Source: an optimization exercise on an open RTL-to-GDS flow (aim: small area, a short achievable clock period and few clock cycles). Production flows keep margins and buffers that such runs may drop. Only simulation tests tie the RTL to the original design; equivalence was not proved. Power figures rest on the tool's default switching activity, not on a simulated workload.

Setup of maple:
==> flow/design.v <==
`timescale 1ns / 1ps
module cpu_hazard(input wire clk,
           input wire rst,
           input wire enable,
           input wire start,
           output wire d_we,
           output wire [7:0] i_addr,
           output wire [7:0] d_addr,
           input  wire [15:0] i_datain,
           input  wire [15:0] d_datain,
           output wire [15:0] d_dataout,
           output wire busy
    );
    function automatic [7:0] add8(input [7:0] x, input [7:0] y);
      reg [7:0] p, g, t, gg, tt;
      integer d, i;
      begin
        p = x ^ y;
        g = x & y;
        t = x | y;
        gg = g;
        tt = t;
        for (d = 1; d < 8; d = d * 2)
          for (i = 7; i >= d; i = i - 1)
          begin
            if (d == 1 && i == 1)
              gg[1] = g[1] | ((t[1] & x[0]) & y[0]);
            else
              gg[i] = gg[i] | (tt[i] & gg[i - d]);
            tt[i] = tt[i] & tt[i - d];
          end
        add8 = p ^ {gg[6:0], 1'b0};
      end
    endfunction
    function automatic [7:0] inc8(input [7:0] x);
      integer i;
      begin
        for (i = 0; i < 8; i = i + 1)
          inc8[i] = x[i] ^ ((i == 0) ? 1'b1 : &(x | ~((8'd1 << i) - 8'd1)));
      end
    endfunction
    function automatic [15:0] rev16(input [15:0] x);
      integer i;
      for (i = 0; i < 16; i = i + 1) rev16[i] = x[15 - i];
    endfunction
    reg state;
    reg [7:0] pc;
    reg [15:0] gr [0:7];       
    reg [7:0]  vld;            
    reg zf, nf, cf;
    reg [15:0] ex_a;           
    reg [15:0] ex_b;           
    reg [3:0]  ex_sh;          
    reg [7:0]  ex_wsel;        
    reg        ex_load;
    reg        ex_store;
    reg        ex_flags;       
    reg        ex_sub;         
    reg        ex_cin;         
    reg        ex_sra;         
    reg        ex_s_add, ex_s_and, ex_s_or, ex_s_xor, ex_s_shr, ex_s_shl;
    assign i_addr = pc;
    assign busy = state;
    wire ex = state & enable;
    wire cin = ex_cin;
    wire [15:0] ap = ex_a ^ ex_b;
    wire [15:0] ag = ex_a & ex_b;
    wire [15:0] ao = ex_a | ex_b;
    reg [15:0] kg, kt;
    integer d, i;
    always @(*)
    begin
      kg = ag;
      kt = ao;
      for (d = 1; d < 16; d = d * 2)
        for (i = 15; i >= d; i = i - 1)
        begin
          kg[i] = kg[i] | (kt[i] & kg[i - d]);
          kt[i] = kt[i] & kt[i - d];
        end
    end
    wire [16:0] carry = {kg | (kt & {16{cin}}), cin};
    wire [15:0] sum = ap ^ carry[15:0];
    wire alu_cf = ex_sub ? ~carry[16] : carry[16];
    wire alu_zf = (ap == {ao[14:0], cin});
    wire alu_nf = sum[15];
    wire fill = ex_sra & ex_a[15];
    reg [15:0] sx, sy;
    integer sk, si;
    always @(*)
    begin
      sx = ex_a;
      for (sk = 0; sk < 4; sk = sk + 1)
      begin
        for (si = 0; si < 16; si = si + 1)
          sy[si] = (ex_s_shl & ex_sh[sk] & ((si >= (1 << sk)) ? sx[(si - (1 << sk)) & 15] : 1'b0))
                 | (ex_s_shr & ex_sh[sk] & ((si + (1 << sk) <= 15) ? sx[(si + (1 << sk)) & 15] : fill))
                 | (~ex_sh[sk] & sx[si]);
        sx = sy;
      end
    end
    wire [15:0] wd = ({16{ex_s_add}} & sum) | ({16{ex_s_and}} & ag) | ({16{ex_s_or}} & ao)
                   | ({16{ex_s_xor}} & ap) | ({16{ex_s_shr | ex_s_shl}} & sx) | ({16{ex_load}} & d_datain);
    wire [3:0] da_p = ex_a[3:0] ^ ex_sh;
    wire [3:0] da_g = ex_a[3:0] & ex_sh;
    wire [3:0] da_t = ex_a[3:0] | ex_sh;
    wire da_c1 = da_g[0];
    wire da_c2 = da_g[1] | ((da_t[1] & ex_a[0]) & ex_sh[0]);
    wire da_c3 = da_g[2] | (da_t[2] & da_g[1]) | (da_t[2] & da_t[1] & da_g[0]);
    wire da_c4 = da_g[3] | (da_t[3] & da_g[2]) | (da_t[3] & da_t[2] & da_g[1])
               | (da_t[3] & da_t[2] & da_t[1] & da_g[0]);
    wire [3:0] da_hi = ex_a[7:4];
    wire [3:0] da_inc = {da_hi[3] ^ (&da_hi[2:0]), da_hi[2] ^ (&da_hi[1:0]), da_hi[1] ^ da_hi[0], ~da_hi[0]};
    assign d_addr = {da_c4 ? da_inc : da_hi, da_p ^ {da_c3, da_c2, da_c1, 1'b0}};
    assign d_dataout = ex_b;
    assign d_we = ex_store;
    wire zf_n = ex_flags ? alu_zf : zf;
    wire nf_n = ex_flags ? alu_nf : nf;
    wire cf_n = ex_flags ? alu_cf : cf;
    always @(posedge clk or negedge rst)
    begin
      if (!rst)
      begin
        zf <= 1'b0;
        nf <= 1'b0;
        cf <= 1'b0;
      end
      else
      begin
        zf <= zf_n;
        nf <= nf_n;
        cf <= cf_n;
      end
    end
    integer k;
    always @(posedge clk)
    begin
      for (k = 0; k < 8; k = k + 1)
        if (ex_wsel[k])
          gr[k] <= wd;
    end
    always @(posedge clk or negedge rst)
    begin
      if (!rst) vld <= 8'b0;
      else vld <= vld | ex_wsel;
    end
    wire [4:0] op = i_datain[15:11];
    wire [2:0] rd = i_datain[10:8];
    wire [2:0] r1 = i_datain[6:4];
    wire [2:0] r2 = i_datain[2:0];
    wire [7:0] imm8 = i_datain[7:0];
    wire [3:0] imm4 = i_datain[3:0];
    wire op_halt  = (op == 5'b00001);
    wire op_load  = (op == 5'b00010);
    wire op_store = (op == 5'b00011);
    wire op_shl   = (op == 5'b00100) || (op == 5'b00101);
    wire op_srl   = (op == 5'b00110);
    wire op_sra   = (op == 5'b00111);
    wire op_and   = (op == 5'b01101);
    wire op_or    = (op == 5'b01110);
    wire op_xor   = (op == 5'b01111);
    wire op_ldih  = (op == 5'b10000);
    wire op_imm   = (op == 5'b01001) || (op == 5'b01011);
    wire op_sub   = (op == 5'b01010) || (op == 5'b01011) || (op == 5'b01100) || (op == 5'b10010);
    wire op_addc  = (op == 5'b10001);
    wire op_subc  = (op == 5'b10010);
    wire op_jump  = (op == 5'b11000);
    wire op_br    = (op[4:3] == 2'b11) && !op_jump;   
    wire op_arith = (op == 5'b01000) || (op == 5'b01001) || (op == 5'b01010) || (op == 5'b01011) || (op == 5'b01100)
                 || (op == 5'b10000) || (op == 5'b10001) || (op == 5'b10010);
    wire wr_reg   = op_load || op_shl || op_srl || op_sra || op_and || op_or || op_xor
                 || (op_arith && op != 5'b01100);
    wire a_is_rd  = op_imm || op_ldih;
    wire [7:0] o_rd = 8'd1 << rd;
    wire [7:0] o_r1 = 8'd1 << r1;
    wire [7:0] o_r2 = 8'd1 << r2;
    wire [7:0] s_a = a_is_rd ? o_rd : o_r1;
    wire b_imm = op_ldih || op_imm;
    wire [7:0] s_b = b_imm ? 8'b0 : op_store ? o_rd : o_r2;
    wire [7:0] e_a = s_a & vld;
    wire [7:0] e_b = s_b & vld;
    wire [7:0] e_t = o_rd & vld;
    reg [15:0] g_a, g_b;
    reg [7:0] g_t;
    integer m;
    always @(*)
    begin
      g_a = 16'b0;
      g_b = 16'b0;
      g_t = 8'b0;
      for (m = 0; m < 8; m = m + 1)
      begin
        g_a = g_a | (gr[m] & {16{e_a[m]}});
        g_b = g_b | (gr[m] & {16{e_b[m]}});
        g_t = g_t | (gr[m][7:0] & {8{e_t[m]}});
      end
    end
    wire a_fwd = |(s_a & ex_wsel);
    wire [15:0] a_next = a_fwd ? wd : g_a;
    wire b_fwd = |(s_b & ex_wsel);
    wire [15:0] b_reg = {16{op_sub}} ^ (g_b | ({16{op_ldih}} & {imm8, 8'b0}) | ({16{op_imm}} & {8'b0, imm8}));
    wire [15:0] b_wd = {16{op_sub}} ^ wd;
    wire [15:0] b_next = b_fwd ? b_wd : b_reg;
    wire br_stall = op_br && |(o_rd & ex_wsel);
    wire [7:0] target = add8(g_t, imm8);
    wire sel_z = (op[2:1] == 2'b01);
    wire sel_n = (op[2:1] == 2'b10);
    wire sel_c = (op[2:1] == 2'b11);
    wire t_reg = ((sel_z & zf) | (sel_n & nf) | (sel_c & cf)) ^ op[0];
    wire t_alu = ((sel_z & alu_zf) | (sel_n & alu_nf) | (sel_c & alu_cf)) ^ op[0];
    wire taken = (op[2:1] == 2'b00) | (ex_flags ? t_alu : t_reg);
    wire go = ex && !br_stall;      
    always @(posedge clk or negedge rst)
    begin
      if (!rst) state <= 1'b0;
      else if (!state) state <= enable & start;
      else state <= enable & ~op_halt;
    end
    wire [7:0] pc_seq = !go ? pc : op_jump ? imm8 : op_halt ? pc : inc8(pc);
    wire take = go && op_br && taken;
    always @(posedge clk or negedge rst)
    begin
      if (!rst) pc <= 8'b0;
      else pc <= take ? target : pc_seq;
    end
    always @(posedge clk or negedge rst)
    begin
      if (!rst)
      begin
        ex_wsel <= 8'b0;
        ex_load <= 1'b0;
        ex_store <= 1'b0;
        ex_flags <= 1'b0;
      end
      else
      begin
        ex_wsel <= (go && wr_reg) ? o_rd : 8'b0;
        ex_load <= go && op_load;
        ex_store <= go && op_store;
        ex_flags <= go && op_arith;
      end
    end
    always @(posedge clk)
    begin
      ex_sub <= op_sub;
      ex_cin <= op_sub ? ~(op_subc & cf_n) : (op_addc & cf_n);
      ex_sra <= op_sra;
      ex_s_add <= op_arith;
      ex_s_and <= op_and;
      ex_s_or <= op_or;
      ex_s_xor <= op_xor;
      ex_s_shr <= op_srl || op_sra;
      ex_s_shl <= op_shl;
      ex_sh <= imm4;
      ex_a <= a_next;
      ex_b <= b_next;
    end
endmodule
Settings: LEC_CHECK=0, CAP_MARGIN=20, CORE_MARGIN=2, CORE_UTILIZATION=40, SETUP_SLACK_MARGIN=2.6, SLEW_MARGIN=20; clock period 6.0 ns.
standard.sh (not shown) runs the stock make flow with config.mk's settings and CLKGATE_MAP_FILE= SYNTH_SCRIPT=/design/flow/synth_recipe.tcl, a recipe that flattens the netlist after the stock synthesis.
==> flow/flow/run.sh <==
#!/bin/bash
# Layout flow: the standard ORFS flow (standard synthesis, floorplan, power grid,
# placement, CTS, routing) with these changes to how the layout is made:
#  - ports are buffered with a plain buffer (buf_4) instead of the delay cell the
#    platform picks by default;
#  - the resizer may change a cell to any equivalent cell, not only one with the
#    same footprint (MATCH_CELL_FOOTPRINT=0);
#  - clock tree synthesis adds no dummy load cells (the standard CTS arguments
#    plus -dont_use_dummy_load),
#    with clusters of up to 20 sinks within 200 um.
# ORFS writes each step's full log under orfs/logs; make's own output goes to flow.log.
set -euo pipefail
bash standard.sh MATCH_CELL_FOOTPRINT=0 \
  "BUFFER_PORTS_ARGS=-buffer_cell sky130_fd_sc_hd__buf_4" \
  "CTS_ARGS=-sink_clustering_enable -repair_clock_nets -dont_use_dummy_load -sink_clustering_size 20 -sink_clustering_max_diameter 200" \
  finish > flow.log 2>&1
Testbench counts of maple, summed over its fixed seeds: cycles 82,400.
> inputs changed (maple -> onyx)
# maple
export LEC_CHECK = 0
export CAP_MARGIN = 20
export CORE_MARGIN = 2
export CORE_UTILIZATION = 40
export SETUP_SLACK_MARGIN = 2.6
export SLEW_MARGIN = 20
create_clock -name core_clock -period 6.0 [get_ports {clk}]
# onyx
export LEC_CHECK = 0
export CAP_MARGIN = 20
export CORE_MARGIN = 2
export CORE_UTILIZATION = 40
export SETUP_SLACK_MARGIN = 2.5
export SLEW_MARGIN = 20
create_clock -name core_clock -period 6.0 [get_ports {clk}]
==> flow/flow/run.sh <==
#!/bin/bash
# Layout flow: the standard ORFS flow (standard synthesis, floorplan, power grid,
# placement, CTS, routing) with two changes to how the resizer works:
#  - ports are buffered with a plain buffer (buf_4) instead of the delay cell the
#    platform picks by default;
#  - the resizer may change a cell to any equivalent cell, not only one with the
#    same footprint (MATCH_CELL_FOOTPRINT=0).
# ORFS writes each step's full log under orfs/logs; make's own output goes to flow.log.
set -euo pipefail
bash standard.sh MATCH_CELL_FOOTPRINT=0 "BUFFER_PORTS_ARGS=-buffer_cell sky130_fd_sc_hd__buf_4" finish > flow.log 2>&1
--- outcome ---
Looking at the reports, onyx completed the entire flow and the layout it produced met the timing, design-rule and antenna checks. maple ended up with sky130_fd_sc_hd__dfxtp_2 as its slowest stage cell on the critical path; onyx ended up with sky130_fd_sc_hd__dfxtp_4. Lower number of clock-tree buffers in the layout goes to maple over onyx. Re port buffer count: no difference whatsoever between onyx and maple. Of onyx and maple, the run reporting the higher area occupied by registers was maple. Looking at total length of routed wires, onyx sits below maple.
Relative to onyx, the following input files were edited for pepper:
==> flow/flow/run.sh <==
#!/bin/bash
# Layout flow: the standard ORFS flow (standard synthesis, floorplan, power grid,
# placement, CTS, routing) with these changes to how the layout is made:
#  - ports are buffered with a plain buffer (buf_4) instead of the delay cell the
#    platform picks by default;
#  - the resizer may change a cell to any equivalent cell, not only one with the
#    same footprint (MATCH_CELL_FOOTPRINT=0);
#  - clock tree synthesis adds no dummy load cells (the standard CTS arguments
#    plus -dont_use_dummy_load).
# ORFS writes each step's full log under orfs/logs; make's own output goes to flow.log.
set -euo pipefail
bash standard.sh MATCH_CELL_FOOTPRINT=0 \
  "BUFFER_PORTS_ARGS=-buffer_cell sky130_fd_sc_hd__buf_4" \
  "CTS_ARGS=-sink_clustering_enable -repair_clock_nets -dont_use_dummy_load" \
  finish > flow.log 2>&1
--- outcome ---
- Delta(via count, pepper - onyx) < 0
- NOTE: sequential cell area share in pepper exceeds that of onyx
- Taking onyx as the reference, in pepper mean area per synthesized cell essentially unchanged, global-route wire length before repair down 480 microns, maximum root-to-sink buffer count roughly the same, fraction of the core area covered by cells at the end of the flow went down by 0.60 points.
- Where total power is concerned, onyx is outperformed by pepper.
- Compared with onyx, pepper ends up with less cell area.
- The arrival time of data at the critical path endpoint on onyx is in line with that on pepper.
- Going from onyx to pepper, sequential fraction of design power grows by 3.4 points.
- Slack of the critical path (lower): onyx
Changes in yarrow relative to pepper:
diff --git a/flow/flow/run.sh b/flow/flow/run.sh
--- a/flow/flow/run.sh
+++ b/flow/flow/run.sh
@@ -7,9 +7,10 @@
 #    same footprint (MATCH_CELL_FOOTPRINT=0);
 #  - clock tree synthesis adds no dummy load cells (the standard CTS arguments
-#    plus -dont_use_dummy_load).
+#    plus -dont_use_dummy_load),
+#    with clusters of up to 30 sinks within 250 um.
 # ORFS writes each step's full log under orfs/logs; make's own output goes to flow.log.
 set -euo pipefail
 bash standard.sh MATCH_CELL_FOOTPRINT=0 \
   "BUFFER_PORTS_ARGS=-buffer_cell sky130_fd_sc_hd__buf_4" \
-  "CTS_ARGS=-sink_clustering_enable -repair_clock_nets -dont_use_dummy_load" \
+  "CTS_ARGS=-sink_clustering_enable -repair_clock_nets -dont_use_dummy_load -sink_clustering_size 30 -sink_clustering_max_diameter 250" \
   finish > flow.log 2>&1
==> comparison <==
Shortest clock period the worst path allows after layout, pepper and yarrow: smaller value in pepper. From pepper to yarrow, mean instance size in the synthesized netlist did not move at all. Taking pepper as the reference, in yarrow switching part of the total power up 1.7 points, clock skew picked up an extra 0.0062 ns, first-iteration detailed-routing DRC count decreased 9, total power moved down. In the metrics for pepper and yarrow, the one carrying the higher final cell utilization of the core is pepper. The first-pass GRT wire length number comes out higher for pepper vs yarrow. pepper -> yarrow: total area of sequential cells flat.
Setup changes, yarrow to zinc
# yarrow
export LEC_CHECK = 0
export CAP_MARGIN = 20
export CORE_MARGIN = 2
export CORE_UTILIZATION = 40
export SETUP_SLACK_MARGIN = 2.5
export SLEW_MARGIN = 20
create_clock -name core_clock -period 6.0 [get_ports {clk}]
# zinc
export LEC_CHECK = 0
export CAP_MARGIN = 20
export CORE_MARGIN = 2
export CORE_UTILIZATION = 40
export SETUP_SLACK_MARGIN = 2.7
export SLEW_MARGIN = 20
create_clock -name core_clock -period 6.0 [get_ports {clk}]
diff --git a/flow/flow/run.sh b/flow/flow/run.sh
--- a/flow/flow/run.sh
+++ b/flow/flow/run.sh
@@ -7,10 +7,9 @@
 #    same footprint (MATCH_CELL_FOOTPRINT=0);
 #  - clock tree synthesis adds no dummy load cells (the standard CTS arguments
-#    plus -dont_use_dummy_load),
-#    with clusters of up to 30 sinks within 250 um.
+#    plus -dont_use_dummy_load).
 # ORFS writes each step's full log under orfs/logs; make's own output goes to flow.log.
 set -euo pipefail
 bash standard.sh MATCH_CELL_FOOTPRINT=0 \
   "BUFFER_PORTS_ARGS=-buffer_cell sky130_fd_sc_hd__buf_4" \
-  "CTS_ARGS=-sink_clustering_enable -repair_clock_nets -dont_use_dummy_load -sink_clustering_size 30 -sink_clustering_max_diameter 250" \
+  "CTS_ARGS=-sink_clustering_enable -repair_clock_nets -dont_use_dummy_load" \
   finish > flow.log 2>&1
--- outcome ---
zinc against yarrow: time the final worst path needs with I/O delays and setup shrank by 0.14 ns, power drawn by the sequential cells held steady, critical path depth shrank by 1, estimated wirelength of the detail-placed design held steady, cell count grew by 2.9%.

[static timing again, ports no longer ideal]
The flow's constraints put no driver on any port. The routed layouts listed below were extracted and timed again, unchanged, in two steps.
Step 1: set_driving_cell puts a clkbuf_16 on clk and a buf_2 on each other input, an assumption about the parent block.
Step 2 moves the port delays by t, midway between the first and last clock arrival at a register: inputs arrive t later, outputs are due t later. That takes back most of the time a late clock gives input paths.
Slacks: no drivers / after step 1 / after step 2; pairs: no drivers / after step 1.
run	shift t [ns]	setup slack, ns	pins driven straight from the clock port
maple	0.521	2.637 / 2.618 / 2.144	1
onyx	0.575	2.560 / 2.507 / 2.036	1
pepper	0.560	2.569 / 2.517 / 2.067	1
yarrow	0.520	2.561 / 2.511 / 2.082	1
zinc	0.560	2.696 / 2.577 / 2.017	1
After both steps setup and hold are still met in every run listed. The setup slack of zinc, which loses most, moves by -0.119 ns with the drivers and by -0.679 ns with both steps.
